From an optimization exercise on the open Yosys and OpenROAD flow, aimed at small area, a short achievable clock period and few clock cycles per item; shortcuts taken in it are not production practice.
RTL that was checked went through simulation tests only; none was proved equivalent to the original.

==> inputs of v36 <==
## Divider_Modulo
module Divider_Modulo (clk , reset, mode, valid_in, divisor, dividend, result, valid_out);
input wire clk, reset, mode, valid_in;
input wire [31:0] dividend;
input wire [15:0] divisor;
output reg valid_out;
output wire [31:0] result;
localparam [16:0] CUT = 17'b0_1010_1010_1010_1010;
reg        v_in;
reg        m_in;
reg [31:0] dd_in;
reg [14:0] dv_in;
always @(posedge clk or posedge reset)
	if (reset) v_in <= 1'b0;
	else       v_in <= valid_in;
always @(posedge clk) begin
	m_in  <= mode;
	dd_in <= dividend;
	dv_in <= ~divisor[14:0];
end
wire [14:0] p   [0:17];
wire [16:0] s   [0:17];
wire [14:0] d   [0:17];
wire        m   [0:17];
wire        v   [0:17];
assign p[0] = dd_in[31:17];
assign s[0] = dd_in[16:0];
assign d[0] = dv_in;
assign m[0] = m_in;
assign v[0] = v_in;
genvar i;
generate for (i = 0; i < 17; i = i + 1) begin : row
	wire [14:0] p_n;
	wire        q_n;
	Divider_row r (
		.divisor (d[i]),
		.p_in    (p[i]),
		.bit_in  (s[i][16]),
		.p_out   (p_n),
		.q_out   (q_n)
	);
	if (CUT[i]) begin : cut
		reg [14:0] p_r;
		reg [16:0] s_r;
		reg [14:0] d_r;
  ...
Settings: LEC_CHECK=0, CAP_MARGIN=20, CORE_MARGIN=2, CORE_UTILIZATION=40, CTS_CLUSTER_DIAMETER=100, CTS_CLUSTER_SIZE=25, SLEW_MARGIN=20; clock period 25.0 ns.
standard.sh (not shown) runs the stock make flow with config.mk's settings and CLKGATE_MAP_FILE= SYNTH_SCRIPT=/design/flow/synth_recipe.tcl, a recipe that flattens the netlist after the stock synthesis.
==> flow/flow/run.sh <==
#!/bin/bash
# The standard layout (the standard.sh, unchanged synthesis and steps),
# with one change: ports are buffered with a fixed buffer cell instead of
# the one buffer_ports picks by default.
set -euo pipefail
bash standard.sh "BUFFER_PORTS_ARGS=-buffer_cell sky130_fd_sc_hd__buf_2" finish > make_finish.log 2>&1
==> inputs of v31, as changes to v36 <==
==> flow/run.sh (new file) <==
#!/bin/bash
# synth_recipe.tcl (not shown) runs the flow's synth.tcl, then flattens the netlist and writes it again
# the make line also repeats each setting of config.mk as NAME=value (left out here)
make -C /OpenROAD-flow-scripts/flow DESIGN_CONFIG=/design/flow/config.mk WORK_HOME=/design/flow/orfs CLKGATE_MAP_FILE= SYNTH_SCRIPT=/design/flow/synth_recipe.tcl finish
removed: flow/flow/run.sh
removed: flow/standard.sh
==> results.yml <==
critical_path:
  reg2reg_to: "row[3].cut.p_r[7]"
  cp_cell_sequence: "buf_2"
route:
  viasPerCell: 4.93
  wl_met1_um: 18500
  vias: 13900
  wirelength_um: 37800
worst_hold_path:
  hold_path.startpoint: "row[3].cut.s_r[13]"
finish:
  nFillCells: 4997
status:
  status: "no timing/DRC/antenna violations"
[end of results for v36]
==> results.yml <==
status:
  status: "no timing/DRC/antenna violations"
route:
  wirelength_um: 38000
  wl_met1_um: 18400
  viasPerCell: 4.93
finish:
  nFillCells: 5012
[end of results for v31]
Testbench counts of v36, summed over its fixed seeds: cycles 16,072, items 16,000.
Testbench counts of v31, summed over its fixed seeds: cycles 16,072, items 16,000.

==> run M <==
Divider_Modulo, a different RTL version from the one above (not shown whole).
==> module Divider_row, before the edit <==
module Divider_row(divisor, p_in, bit_in, p_out, q_out);
input  [14:0] divisor;
input  [14:0] p_in;
input         bit_in;
output [14:0] p_out;
output        q_out;
wire [15:0] shifted = {p_in, bit_in};
wire [16:0] diff    = {1'b0, shifted} - {2'b0, divisor};
assign q_out = ~diff[16];
assign p_out = q_out ? diff[14:0] : shifted[14:0];
endmodule
==> module Divider_Modulo, before the edit <==
module Divider_Modulo (clk , reset, mode, valid_in, divisor, dividend, result, valid_out);
input wire clk, reset, mode, valid_in;
input wire [31:0] dividend;
input wire [15:0] divisor;
output reg valid_out;
output wire [31:0] result;
localparam [16:0] CUT = 17'b0_1010_1010_1010_1010;
reg        v_in;
reg        m_in;
reg [31:0] dd_in;
reg [14:0] dv_in;
always @(posedge clk or posedge reset)
	if (reset) v_in <= 1'b0;
	else       v_in <= valid_in;
always @(posedge clk) begin
	m_in  <= mode;
	dd_in <= dividend;
	dv_in <= divisor[14:0];
end
wire [14:0] p   [0:17];
wire [16:0] s   [0:17];
wire [14:0] d   [0:17];
wire        m   [0:17];
wire        v   [0:17];
assign p[0] = dd_in[31:17];
assign s[0] = dd_in[16:0];
assign d[0] = dv_in;
assign m[0] = m_in;
assign v[0] = v_in;
genvar i;
generate for (i = 0; i < 17; i = i + 1) begin : row
	wire [14:0] p_n;
	wire        q_n;
	Divider_row r (
		.divisor (d[i]),
		.p_in    (p[i]),
		.bit_in  (s[i][16]),
		.p_out   (p_n),
		.q_out   (q_n)
	);
	if (CUT[i]) begin : cut
		reg [14:0] p_r;
		reg [16:0] s_r;
		reg [14:0] d_r;
		reg        m_r;
		reg        v_r;
		always @(posedge clk or posedge reset)
			if (reset) v_r <= 1'b0;
			else       v_r <= v[i];
		always @(posedge clk) begin
			p_r <= p_n;
			s_r <= {s[i][15:0], q_n};
			d_r <= d[i];
			m_r <= m[i];
		end
		assign p[i+1] = p_r;
		assign s[i+1] = s_r;
		assign d[i+1] = d_r;
		assign m[i+1] = m_r;
		assign v[i+1] = v_r;
	end else begin : nocut
		assign p[i+1] = p_n;
		assign s[i+1] = {s[i][15:0], q_n};
		assign d[i+1] = d[i];
		assign m[i+1] = m[i];
		assign v[i+1] = v[i];
	end
end endgenerate
reg [16:0] res_r;
always @(posedge clk or posedge reset)
	if (reset) valid_out <= 1'b0;
	else       valid_out <= v[17];
always @(posedge clk)
	res_r <= m[17] ? {2'b0, p[17]} : s[17];
assign result = {15'b0, res_r};
endmodule
export LEC_CHECK = 0
export ABC_AREA = 1
export CAP_MARGIN = 20
export CORE_MARGIN = 2
export CORE_UTILIZATION = 40
export SLEW_MARGIN = 20
create_clock -name core_clock -period 25.0 [get_ports {clk}]
run.sh (not shown) runs the stock make flow with config.mk's settings and CLKGATE_MAP_FILE= SYNTH_SCRIPT=/design/flow/synth_recipe.tcl, a recipe that flattens the netlist after the stock synthesis.
Stock flow here: none of the scripts above is used.
==> inputs of run Z, as changes to run M <==
--- a/flow/design.v
+++ b/flow/design.v
@@ -5,14 +5,35 @@
 assign cout = ((quotient ^ divisor)&dividend) | ((quotient ^ divisor)&cin) | (cin&dividend);
 endmodule
-module Divider_row(divisor, p_in, bit_in, p_out, q_out);
-input  [14:0] divisor;
+module Divider_row(ndivisor, p_in, bit_in, p_out, q_out);
+input  [14:0] ndivisor;
 input  [14:0] p_in;
 input         bit_in;
 output [14:0] p_out;
 output        q_out;
-wire [15:0] shifted = {p_in, bit_in};
-wire [16:0] diff    = {1'b0, shifted} - {2'b0, divisor};
-assign q_out = ~diff[16];
-assign p_out = q_out ? diff[14:0] : shifted[14:0];
+wire [15:0] x  = {p_in, bit_in};
+wire [15:0] nd = {1'b1, ndivisor};
+wire [15:0] g0 = x & nd;
+wire [15:0] p0 = x ^ nd;
+wire [15:0] gl [0:4];
+wire [15:0] pl [0:4];
+assign gl[0] = {g0[15:1], g0[0] | p0[0]};
+assign pl[0] = p0;
+genvar l, i;
+generate for (l = 0; l < 4; l = l + 1) begin : lvl
+	for (i = 0; i < 16; i = i + 1) begin : b
+		if ((i >> l) & 1) begin : comb
+			localparam integer J = ((i >> (l + 1)) << (l + 1)) + (1 << l) - 1;
+			assign gl[l+1][i] = gl[l][i] | (pl[l][i] & gl[l][J]);
+			assign pl[l+1][i] = pl[l][i] & pl[l][J];
+		end else begin : pass
+			assign gl[l+1][i] = gl[l][i];
+			assign pl[l+1][i] = pl[l][i];
+		end
+	end
+end endgenerate
+wire [16:0] c = {gl[4], 1'b1};
+wire [15:0] s = p0 ^ c[15:0];
+assign q_out = c[16];
+assign p_out = q_out ? s[14:0] : x[14:0];
 endmodule
 module Divider_Modulo (clk , reset, mode, valid_in, divisor, dividend, result, valid_out);
@@ -22,9 +43,9 @@
 output reg valid_out;
 output wire [31:0] result;
-localparam [16:0] CUT = 17'b0_1010_1010_1010_1010;
+localparam [16:0] CUT = 17'b0_0100_1001_0010_0100;
 reg        v_in;
 reg        m_in;
 reg [31:0] dd_in;
-reg [14:0] dv_in;
+reg [14:0] dv_in;    
 always @(posedge clk or posedge reset)
 	if (reset) v_in <= 1'b0;
@@ -33,9 +54,9 @@
 	m_in  <= mode;
 	dd_in <= dividend;
-	dv_in <= divisor[14:0];
+	dv_in <= ~divisor[14:0];
 end
 wire [14:0] p   [0:17];
 wire [16:0] s   [0:17];
-wire [14:0] d   [0:17];
+wire [14:0] d   [0:17];    
 wire        m   [0:17];
 wire        v   [0:17];
@@ -50,5 +71,5 @@
 	wire        q_n;
 	Divider_row r (
-		.divisor (d[i]),
+		.ndivisor (d[i]),
 		.p_in    (p[i]),
 		.bit_in  (s[i][16]),
==> flow/flow/run.sh (new file) <==
#!/bin/bash
# The standard layout (the standard.sh) with three changes:
#  - synthesis maps with flow/abc_map.script (see flow/synth_wrap.tcl);
#  - no full/half-adder cell extraction (ADDER_MAP_FILE empty), so ABC maps
#    the adders' logic freely;
#  - ports are buffered with a fixed buffer cell instead of the one
#    buffer_ports picks by default.
set -euo pipefail
export FLOW_SYNTH_TCL="$PWD/synth_recipe.tcl"
export MY_ABC_SCRIPT="$PWD/flow/abc_map.script"
bash standard.sh "SYNTH_SCRIPT=$PWD/flow/synth_wrap.tcl" "ADDER_MAP_FILE=" \
  "BUFFER_PORTS_ARGS=-buffer_cell sky130_fd_sc_hd__buf_2" finish > make_finish.log 2>&1
==> flow/flow/abc_map.script (new file) <==
strash
dch -f
map -D 4000
topo
buffer -c -N 6
upsize -D 4000
dnsize -D 4000
stime -p
==> flow/flow/synth_wrap.tcl (new file) <==
# The standard synthesis (synth_recipe.tcl, sourced unchanged), with one
# change: the ABC technology-mapping call runs flow/abc_map.script instead of
# ORFS's abc_speed.script. Everything else, including register naming,
# flattening and renaming, is the standard synthesis.
proc abc {args} {
  set i [lsearch -exact $args -script]
  if {$i >= 0} { set args [lreplace $args $i [expr {$i + 1}] -script $::env(MY_ABC_SCRIPT)] }
  yosys abc {*}$args
}
source $::env(FLOW_SYNTH_TCL)
==> flow/standard.sh (new file) <==
#!/bin/bash
# synth_recipe.tcl (not shown) runs the flow's synth.tcl, then flattens the netlist and writes it again
# the make line also repeats each setting of config.mk as NAME=value (left out here)
make -C /OpenROAD-flow-scripts/flow DESIGN_CONFIG=/design/flow/config.mk WORK_HOME=/design/flow/orfs CLKGATE_MAP_FILE= SYNTH_SCRIPT=/design/flow/synth_recipe.tcl "${@:-finish}"
--- a/flow/config.mk
+++ b/flow/config.mk
@@ -6,7 +6,8 @@
 export NUM_CORES = 4
 export LEC_CHECK = 0
-export ABC_AREA = 1
 export CAP_MARGIN = 20
 export CORE_MARGIN = 2
 export CORE_UTILIZATION = 40
+export CTS_CLUSTER_DIAMETER = 100
+export CTS_CLUSTER_SIZE = 25
 export SLEW_MARGIN = 20
removed: flow/run.sh
==> out/results.txt <==
status = no timing/DRC/antenna violations
Avg Cell Area, Syn = 6.47 sq um
Std-Cell Rows = 81
crit path launch = row[11].cut.d_r[9]
wire length on met2 = 22.9 mm
arrival time of the worst setup path = 7.57 ns
Multi-input gate area = 11,200 sq um
detailed placement HPWL = 35.3 mm
hold_ws = 0.328 ns
DR vias = 17,700
reg2reg end = row[14].cut.p_r[8]
met1 usage in global routing = 0.181
post-synthesis xor/xnor area fraction = 0.0964
# the run above: run Z

==> out/results.txt <==
status = no timing/DRC/antenna violations
Multi-input gate area = 15,400 sq um
arrival time of the worst setup path = 1.45 ns
Avg Cell Area, Syn = 7.10 sq um
detailed placement HPWL = 55.6 mm
post-synthesis xor/xnor area fraction = 0.0478
DR vias = 23,000
wire length on met2 = 31.6 mm
Std-Cell Rows = 95
crit path launch = res_r[16]
reg2reg end = row[3].cut.p_r[1]
hold_ws = 0.304 ns
Synth Register Bits = 459
# the run above: run M

Testbench counts of run Z, summed over its fixed seeds: cycles 16,048, items 16,000.
For run M, only the layout was checked, not whether the RTL still works.

==> 08-28 <==
==> flow/design.v <==
module cas (divisor, dividend, quotient, cin, cout, remainder);
input wire divisor, dividend, quotient, cin;
output wire cout, remainder;
assign remainder = (quotient ^ divisor) ^ dividend ^ cin;
assign cout = ((quotient ^ divisor)&dividend) | ((quotient ^ divisor)&cin) | (cin&dividend);
endmodule
module Divider_row(ndivisor, p_in, bit_in, p_out, q_out);
input  [14:0] ndivisor;
input  [14:0] p_in;
input         bit_in;
output [14:0] p_out;
output        q_out;
wire [15:0] x  = {p_in, bit_in};
wire [15:0] nd = {1'b1, ndivisor};
wire [15:0] g0 = x & nd;
wire [15:0] p0 = x ^ nd;
wire [15:0] gl [0:4];
wire [15:0] pl [0:4];
assign gl[0] = {g0[15:1], g0[0] | p0[0]};
assign pl[0] = p0;
genvar l, i;
generate for (l = 0; l < 4; l = l + 1) begin : lvl
	for (i = 0; i < 16; i = i + 1) begin : b
		if ((i >> l) & 1) begin : comb
			localparam integer J = ((i >> (l + 1)) << (l + 1)) + (1 << l) - 1;
			assign gl[l+1][i] = gl[l][i] | (pl[l][i] & gl[l][J]);
			assign pl[l+1][i] = pl[l][i] & pl[l][J];
		end else begin : pass
			assign gl[l+1][i] = gl[l][i];
			assign pl[l+1][i] = pl[l][i];
		end
	end
end endgenerate
wire [16:0] c = {gl[4], 1'b1};
wire [15:0] s = p0 ^ c[15:0];
assign q_out = c[16];
assign p_out = q_out ? s[14:0] : x[14:0];
endmodule
module Divider_Modulo (clk , reset, mode, valid_in, divisor, dividend, result, valid_out);
input wire clk, reset, mode, valid_in;
input wire [31:0] dividend;
input wire [15:0] divisor;
output reg valid_out;
output wire [31:0] result;
localparam [16:0] CUT = 17'b0_0100_1001_0010_0100;
reg        v_in;
reg        m_in;
reg [31:0] dd_in;
reg [14:0] dv_in;    
always @(posedge clk or posedge reset)
	if (reset) v_in <= 1'b0;
	else       v_in <= valid_in;
always @(posedge clk) begin
	m_in  <= mode;
	dd_in <= dividend;
	dv_in <= ~divisor[14:0];
end
wire [14:0] p   [0:17];
wire [16:0] s   [0:17];
wire [14:0] d   [0:17];    
wire        m   [0:17];
wire        v   [0:17];
assign p[0] = dd_in[31:17];
assign s[0] = dd_in[16:0];
assign d[0] = dv_in;
assign m[0] = m_in;
assign v[0] = v_in;
genvar i;
generate for (i = 0; i < 17; i = i + 1) begin : row
	wire [14:0] p_n;
	wire        q_n;
	Divider_row r (
		.ndivisor (d[i]),
		.p_in    (p[i]),
		.bit_in  (s[i][16]),
		.p_out   (p_n),
		.q_out   (q_n)
	);
	if (CUT[i]) begin : cut
		reg [14:0] p_r;
		reg [16:0] s_r;
		reg [14:0] d_r;
		reg        m_r;
		reg        v_r;
		always @(posedge clk or posedge reset)
			if (reset) v_r <= 1'b0;
			else       v_r <= v[i];
		always @(posedge clk) begin
			p_r <= p_n;
			s_r <= {s[i][15:0], q_n};
			d_r <= d[i];
			m_r <= m[i];
		end
		assign p[i+1] = p_r;
		assign s[i+1] = s_r;
		assign d[i+1] = d_r;
		assign m[i+1] = m_r;
		assign v[i+1] = v_r;
	end else begin : nocut
		assign p[i+1] = p_n;
		assign s[i+1] = {s[i][15:0], q_n};
		assign d[i+1] = d[i];
		assign m[i+1] = m[i];
		assign v[i+1] = v[i];
	end
end endgenerate
reg [16:0] res_r;
always @(posedge clk or posedge reset)
	if (reset) valid_out <= 1'b0;
	else       valid_out <= v[17];
always @(posedge clk)
	res_r <= m[17] ? {2'b0, p[17]} : s[17];
assign result = {15'b0, res_r};
endmodule
==> flow/flow/run.sh <==
#!/bin/bash
# The standard layout (the standard.sh) with three changes:
#  - synthesis maps with flow/abc_map.script (see flow/synth_wrap.tcl);
#  - no full/half-adder cell extraction (ADDER_MAP_FILE empty), so ABC maps
#    the adders' logic freely;
#  - ports are buffered with a fixed buffer cell instead of the one
#    buffer_ports picks by default.
set -euo pipefail
export FLOW_SYNTH_TCL="$PWD/synth_recipe.tcl"
export MY_ABC_SCRIPT="$PWD/flow/abc_map.script"
bash standard.sh "SYNTH_SCRIPT=$PWD/flow/synth_wrap.tcl" "ADDER_MAP_FILE=" \
  "BUFFER_PORTS_ARGS=-buffer_cell sky130_fd_sc_hd__buf_2" finish > make_finish.log 2>&1
==> flow/flow/abc_map.script <==
strash
dch -f
map -D 4000
topo
buffer -c
upsize -D 4000
dnsize -D 4000
stime -p
==> flow/flow/synth_wrap.tcl <==
# The standard synthesis (synth_recipe.tcl, sourced unchanged), with one
# change: the ABC technology-mapping call runs flow/abc_map.script instead of
# ORFS's abc_speed.script. Everything else, including register naming,
# flattening and renaming, is the standard synthesis.
proc abc {args} {
  set i [lsearch -exact $args -script]
  if {$i >= 0} { set args [lreplace $args $i [expr {$i + 1}] -script $::env(MY_ABC_SCRIPT)] }
  yosys abc {*}$args
}
source $::env(FLOW_SYNTH_TCL)
==> flow/standard.sh <==
#!/bin/bash
# synth_recipe.tcl (not shown) runs the flow's synth.tcl, then flattens the netlist and writes it again
# the make line also repeats each setting of config.mk as NAME=value (left out here)
make -C /OpenROAD-flow-scripts/flow DESIGN_CONFIG=/design/flow/config.mk WORK_HOME=/design/flow/orfs CLKGATE_MAP_FILE= SYNTH_SCRIPT=/design/flow/synth_recipe.tcl "${@:-finish}"
==> flow/config.mk <==
export PLATFORM = sky130hd
export DESIGN_NAME = Divider_Modulo
export DESIGN_NICKNAME = Divider_Modulo
export VERILOG_FILES = /design/flow/design.v
export SDC_FILE = /design/flow/constraint.sdc
export NUM_CORES = 4
export LEC_CHECK = 0
export CAP_MARGIN = 20
export CORE_MARGIN = 2
export CORE_UTILIZATION = 40
export CTS_CLUSTER_DIAMETER = 100
export CTS_CLUSTER_SIZE = 25
export SLEW_MARGIN = 20
==> flow/constraint.sdc <==
create_clock -name core_clock -period 25.0 [get_ports {clk}]
set_input_delay 5.0000 -clock core_clock [delete_from_list [all_inputs] [get_ports {clk}]]
set_output_delay 5.0000 -clock core_clock [all_outputs]
set_load 0.01 [all_outputs]
==> inputs of 11-09, as changes to 08-28 <==
==> flow/flow/run.sh (replaced) <==
#!/bin/bash
# The standard layout (the standard.sh, with flow/config.mk's settings)
# with these changes:
#  - no full/half-adder cell extraction (ADDER_MAP_FILE empty), so ABC maps
#    the adders' logic freely;
#  - ports are buffered by flow/buffer_ports.tcl (buf_1 on inputs, buf_2 on
#    outputs) instead of with the buffer buffer_ports picks;
#  - after placement repair, flow/size_crit.tcl upsizes gates on the worst
#    register-to-register paths (before detailed placement legalizes them).
# Each step's full log is under orfs/logs/; make's own output goes to
# make_finish.log.
set -euo pipefail
export FLOW_SYNTH_TCL="$PWD/synth_recipe.tcl"
export MY_ABC_SCRIPT="$PWD/flow/abc_map.script"
export SIZE_MAX_MOVES=200
export SIZE_MIN_GAIN=0.005
export SIZE_WINDOW=0.3
export SIZE_PATHS=3
export SIZE_ENDPOINTS=300
export SIZE_TARGET_SLACK=19.3
bash standard.sh "SYNTH_SCRIPT=$PWD/flow/synth_wrap.tcl" "ADDER_MAP_FILE=" \
  "DONT_BUFFER_PORTS=1" "PRE_GLOBAL_PLACE_TCL=$PWD/flow/buffer_ports.tcl" \
  "POST_RESIZE_TCL=$PWD/flow/size_crit.tcl" finish > make_finish.log 2>&1
==> flow/flow/abc_map.script (replaced) <==
strash
dch -f
map -D 4500
topo
buffer -c
upsize -D 4500
dnsize -D 4500
stime -p
==> flow/flow/buffer_ports.tcl (new file) <==
# Buffer every port, as the standard flow's buffer_ports does, with fixed
# cells: buf_1 on the inputs (their paths have slack to spare) and buf_2 on
# the outputs (whose paths set the period).
buffer_ports -inputs -buffer_cell sky130_fd_sc_hd__buf_1
buffer_ports -outputs -buffer_cell sky130_fd_sc_hd__buf_2
==> flow/flow/size_crit.tcl (new file) <==
source $::env(PLATFORM_DIR)/setRC.tcl

proc sc_parse {cell} {
  if {[regexp {^(sky130_fd_sc_hd__[a-z0-9]+)_([0-9]+)$} $cell -> base size]} {
    return [list $base $size]
  }
  return {}
}

# next larger usable size of the same cell family, or ""
proc sc_next {base size} {
  set best ""
  set best_s 1000
  foreach lc [get_lib_cells -quiet */${base}_*] {
    if {[get_property $lc dont_use]} { continue }
    set n [get_name $lc]
    if {![regexp "^${base}_(\[0-9\]+)\$" $n -> s]} { continue }
    if {$s > $size && $s < $best_s} {
      set best $lc
      set best_s $s
    }
  }
  return $best
}

set ::regs [all_registers -edge_triggered]

proc r2r_paths {n} {
  return [find_timing_paths -from $::regs -to $::regs -sort_by_slack \
    -group_path_count $n -endpoint_path_count 1]
}

# summed shortfall below target t of the register endpoints (a resized
# gate's nets lose their estimated parasitics, so estimate again first)
proc shortfall {t} {
  estimate_parasitics -placement
  set sum 0.0
  foreach pe [r2r_paths $::env(SIZE_ENDPOINTS)] {
    set s [get_property $pe slack]
    if {$s >= $t} { break }
    set sum [expr {$sum + $t - $s}]
  }
  return $sum
}

set moves 0
estimate_parasitics -placement
puts "size_crit: start worst slack [get_property [lindex [r2r_paths 1] 0] slack]"
while {$moves < $::env(SIZE_MAX_MOVES)} {
  estimate_parasitics -placement
  set worst [r2r_paths $::env(SIZE_PATHS)]
  if {[get_property [lindex $worst 0] slack] >= $::env(SIZE_TARGET_SLACK)} { break }
  set t [expr {[get_property [lindex $worst 0] slack] + $::env(SIZE_WINDOW)}]
  # collect the gates first: resizing invalidates the path objects
  set insts {}
  foreach pe $worst {
    foreach pt [get_property $pe points] {
      set pin [get_property $pt pin]
      if {[get_property $pin direction] ne "output"} { continue }
      set inst [get_cells -quiet -of_objects $pin]
      if {[llength $inst] == 1 && [lsearch -exact $insts $inst] < 0} { lappend insts $inst }
    }
  }
  set base_cost [shortfall $t]
  set best_cost [expr {$base_cost - $::env(SIZE_MIN_GAIN)}]
  set best_inst ""
  set best_lc ""
  foreach inst $insts {
    set cell [get_property $inst ref_name]
    set bs [sc_parse $cell]
    if {$bs eq ""} { continue }
    lassign $bs base size
    if {[regexp {clkbuf|conb} $base]} { continue }
    set lc [sc_next $base $size]
    if {$lc eq ""} { continue }
    set old [get_lib_cells */$cell]
    replace_cell $inst $lc
    set cost [shortfall $t]
    replace_cell $inst $old
    if {$cost < $best_cost} {
      set best_cost $cost
      set best_inst $inst
      set best_lc $lc
    }
  }
  if {$best_inst eq ""} { break }
  replace_cell $best_inst $best_lc
  incr moves
}
estimate_parasitics -placement
puts "size_crit: $moves moves, worst slack [get_property [lindex [r2r_paths 1] 0] slack]"
--- a/flow/config.mk
+++ b/flow/config.mk
@@ -10,4 +10,5 @@
 export CORE_UTILIZATION = 40
 export CTS_CLUSTER_DIAMETER = 100
 export CTS_CLUSTER_SIZE = 25
+export GPL_TIMING_DRIVEN = 0
 export SLEW_MARGIN = 20
==> summary of the runs <==
In 11-09 the first-iteration DRC count is larger than in 08-28, by about 25%.
Against 08-28, the utilization of 11-09 is higher by 1.3 points.
In 11-09 the synthesized cell count is larger than in 08-28, by 0.53%.
Between 08-28 and 11-09, the lower global-route usage is in 08-28 (gap 1.4 points).
Against 08-28, the non-clock buffer count of 11-09 is higher by 56.
Between 08-28 and 11-09, the lower wire length is in 08-28 (gap about 7%, measured against 11-09).
Of 08-28 and 11-09, 11-09 has the higher via count (gap about 2.4%, measured against 11-09).
Hold slack: 08-28 is better than 11-09 (0.014 ns).
==> figures <==
metric                                                                     08-28       11-09
Result of the run                               no timing/DRC/antenna violations  no timing/DRC/antenna violations
Worst Tran Pin Value                                                   0.7653 ns   0.6662 ns
Worst hold-check slack                                                 0.3307 ns   0.3171 ns
Cell count after synthesis                                                  3012        3028
Maximum number of pins on one net before global-route repair                  30          27
HPWL after detailed placement                                           36.20 mm    38.78 mm
Non-filler instance count after layout                                      3728        3749
Std-Cell Rows                                                                 81          80
Register cell area after layout                                         6281 um2    6299 um2
Max stage delay cell, worst path                                         o21ai_4     dfrtp_1
Fraction of the yosys area taken by sequential cells                      31.82%      32.67%
Fraction of met2 tracks used by global routing                            35.44%      34.17%
Mux cell area share after synthesis                                       1.217%     0.6767%
Mean instance size in the synthesized netlist                          6.553 um2   6.350 um2
Worst reg2reg path depth                                                      33          34
Routed vias/inst                                                           4.795       4.884
Critical path endpoint                                        row[5].cut.p_r[12]   valid_out
Number of ordinary and repair buffers in the finished layout                  72         128
Testbench counts of 08-28, summed over its fixed seeds: cycles 16,048, items 16,000.
Testbench counts of 11-09, summed over its fixed seeds: cycles 16,048, items 16,000.

## port drivers added, routing unchanged
No port has a modelled driver above. Below, the same layouts with a new extraction and two added sets of constraints. Step 1: set_driving_cell puts a clkbuf_16 on clk and a buf_2 on each other input, an assumption about the parent block. Step 2 also shifts input and output timing later by t, the mid clock arrival at the registers, as if the neighbouring blocks saw the same clock. a / b / c = ideal / step 1 / step 2; a / b = the first two.
| run | t (ns) | setup WS [ns] | worst setup path at the end | pins driven straight from the clock port |
|---|---|---|---|---|
| v36 | 0.617 | 18.943 / 18.887 / 18.966 | register to register | 1 |
| v31 | 0.619 | 18.542 / 18.488 / 18.963 | register to register | 1 |
| run M | 0.668 | 18.554 / 18.493 / 19.161 | register to output | 1 |
| run Z | 0.584 | 17.820 / 17.820 / 17.820 | register to register | 1 |
| 08-28 | 0.581 | 18.620 / 18.620 / 18.620 | register to register | 1 |
| 11-09 | 0.579 | 18.956 / 18.898 / 19.014 | register to register | 1 |
After both steps every run listed still meets setup and hold.
